From an optimization exercise on the open Yosys and OpenROAD flow, aimed at small area; shortcuts taken in it are not production practice.
Function was checked by simulation only, so behaviour that the tests miss may differ from the original.
No activity file was given, so power comes from the tool's default toggle rates.

==> flow/design.v (excerpt) <==
module Scope_Overlay(
    input clk,
    input rst,
    input [11:0] VGA_HORZ_COORD,
    input [11:0] VGA_VERT_COORD,
    input [1:0] Color_Scheme,
    input Axis_On,
    input Grid_On,
    input Tick_On,
    input Wave_On,
    input Menu_Sw,
    input [23:0] Clock_Time,
    input [3:0] vol,
    input Scrolling_Sw,
    input scroll_step,
    input Condition_For_Cursor,
    input Condition_For_Cursor_Menu,
    input Condition_For_Cursor_Border,
    input Condition_For_Cursor_Text1,
    input Condition_For_Cursor_Text2,
    output [3:0] VGA_Red_Grid,
    output [3:0] VGA_Green_Grid,
    output [3:0] VGA_Blue_Grid
    );
For scale: about 80 I/O pins, about 0.0052 mm2 of cells after synthesis.
Settings: LEC_CHECK=0, ABC_AREA=1, CAP_MARGIN=20, CORE_MARGIN=2, CORE_UTILIZATION=55, GPL_TIMING_DRIVEN=0, SLEW_MARGIN=20; clock period 12.0 ns.
standard.sh (not shown) runs the stock make flow with config.mk's settings and CLKGATE_MAP_FILE= SYNTH_SCRIPT=/design/flow/synth_recipe.tcl, a recipe that flattens the netlist after the stock synthesis.
==> flow/flow/run.sh <==
#!/bin/bash
# Own layout flow: the standard ORFS flow with two changes.
# 1. Synthesis: the ABC script runs a deeper logic optimisation (dc2, &deepsyn) and
#    maps with a delay target, and Yosys's adder extraction is skipped so that
#    ABC sees all of the logic. Registers, names, flattening and renaming are
#    those of the standard synthesis.
# 2. Port buffers are sky130_fd_sc_hd__buf_1 cells.
set -euo pipefail
W=$(pwd)
mkdir -p "$W/own_scripts"
cp -r "$FLOW_HOME/scripts/." "$W/own_scripts/"
cp "$W/flow/abc_area.script" "$W/own_scripts/abc_area.script"
bash "$W/standard.sh" finish SCRIPTS_DIR="$W/own_scripts" ADDER_MAP_FILE= \
    BUFFER_PORTS_ARGS="-buffer_cell sky130_fd_sc_hd__buf_1" > "$W/orfs_make.log" 2>&1
==> flow/flow/abc_area.script <==
strash
dc2
&get -n
&deepsyn -T 600
&put
dch
map -D 6500
topo
Then changed:
==> flow/flow/abc_area.script (replaced) <==
strash
dc2
&get -n
&deepsyn -T 300
&put
dch
map -D 6000
topo
- The new run ran to the end with no violations
- clock skew stays flat
- combinational power came out lower by 16%
- count of clock-buffer cells in the layout stays the same
Then changed:
==> flow/flow/abc_area.script (replaced) <==
strash
dc2
&get -n
&deepsyn -T 300
&put
dch
map -D 6500
topo
Effect:
- The new run completed without violations
- flip-flop and latch count is unchanged
- cell count is about the same
- via count goes up by 2.0%
- global-route usage goes up by 0.39 points
- wire length goes up by 1.8%
- cell area goes up by 0.80%
- power goes up by 10%
- worst setup slack gets worse by 0.12 ns
- synthesized area goes down by 0.41%
- sequential share of layout area barely changes
- maximum frequency goes down by 1.1%

---

== north ==
Another version of the RTL of Scope_Overlay (not shown whole).
For scale: ~24 flip-flops, roughly 80 I/O pins, ~0.0052 mm^2 of cells after synthesis.
==> flow/config.mk <==
export PLATFORM = sky130hd
export DESIGN_NAME = Scope_Overlay
export DESIGN_NICKNAME = Scope_Overlay
export VERILOG_FILES = /design/flow/design.v
export SDC_FILE = /design/flow/constraint.sdc
export NUM_CORES = 4
export LEC_CHECK = 0
export ABC_AREA = 1
export CAP_MARGIN = 20
export CORE_MARGIN = 2
export CORE_UTILIZATION = 55
export GPL_TIMING_DRIVEN = 0
export SLEW_MARGIN = 20
==> flow/constraint.sdc <==
create_clock -name core_clock -period 12.0 [get_ports {clk}]
set_input_delay 2.4000 -clock core_clock [delete_from_list [all_inputs] [get_ports {clk}]]
set_output_delay 2.4000 -clock core_clock [all_outputs]
set_load 0.01 [all_outputs]
==> flow/flow/run.sh <==
#!/bin/bash
# Own layout flow: the standard ORFS flow with two changes.
# 1. Synthesis: the ABC script runs a deeper logic optimisation (&deepsyn) and
#    maps with a delay target, and Yosys's adder extraction is skipped so that
#    ABC sees all of the logic. Registers, names, flattening and renaming are
#    those of the standard synthesis.
# 2. Port buffers are sky130_fd_sc_hd__buf_1 cells.
set -euo pipefail
W=$(pwd)
mkdir -p "$W/own_scripts"
cp -r "$FLOW_HOME/scripts/." "$W/own_scripts/"
cp "$W/flow/abc_area.script" "$W/own_scripts/abc_area.script"
bash "$W/standard.sh" finish SCRIPTS_DIR="$W/own_scripts" ADDER_MAP_FILE= \
    BUFFER_PORTS_ARGS="-buffer_cell sky130_fd_sc_hd__buf_1" > "$W/orfs_make.log" 2>&1
==> flow/flow/abc_area.script <==
strash
&get -n
&deepsyn -T 60
&put
dch
map -D 7000
topo
north completed; timing, DRC and antenna clean
Relative to north, the following input files were edited for south:
--- a/flow/flow/run.sh
+++ b/flow/flow/run.sh
@@ -3 +3 @@
-# 1. Synthesis: the ABC script runs a deeper logic optimisation (&deepsyn) and
+# 1. Synthesis: the ABC script runs a deeper logic optimisation (dc2, &deepsyn) and
==> flow/flow/abc_area.script <==
strash
dc2
&get -n
&deepsyn -T 300
&put
dch
map -D 6500
topo
==> comparison <==
- | net switching power | higher: south |
- From north to south the numbers moved as follows: clock share of power decreased by 1.2 points relative to the old numbers; design area decreased by 130 um^2 relative to the old numbers.
- Between north and south, final cell count decreased.
- Compared with north, south shows a pin count of the biggest net entering global routing that is 3 lower.
- Relative to north, first-pass GRT wire length has decreased by 240 um in south.
- For the slew at the pin closest to its max-slew limit, south came in 0.0092 ns higher than north did.
- Proportion of cell area spent on the clock network: south vs north, no meaningful difference
- Comparing north and south, the higher die area was measured on north.
- [south] mean number of vias per cell rose 0.23 relative to north

## re-timing with driven ports
Ports are ideal in the flow. The routed layouts listed here were re-timed in OpenROAD.
Step 1 sets driving cells, clkbuf_16 on the clock port and buf_2 on the other inputs (assumed; they add their load-dependent delay and slew).
Step 2 moves the port delays by t, midway between the first and last clock arrival at a register: inputs arrive t later, outputs are due t later. That takes back most of the time a late clock gives input paths.
Three values: ideal ports, drivers, drivers and shift; two values: the first two.
run	t, ns	setup slack, ns	worst register clock-pin slew, ns
the first run of note 1	0.283	0.724 / 0.730 / 0.446	0.07 / 0.07
the second run of note 1	0.271	0.769 / 0.769 / 0.498	0.07 / 0.07
the third run of note 1	0.285	0.647 / 0.651 / 0.365	0.09 / 0.09
north	0.302	0.576 / 0.582 / 0.280	0.09 / 0.09
south	0.306	0.447 / 0.451 / 0.144	0.09 / 0.09
After both steps setup and hold are still met in every run listed. For south, which loses most, drivers alone change the setup slack by +0.004 ns; drivers and shift together by -0.303 ns.
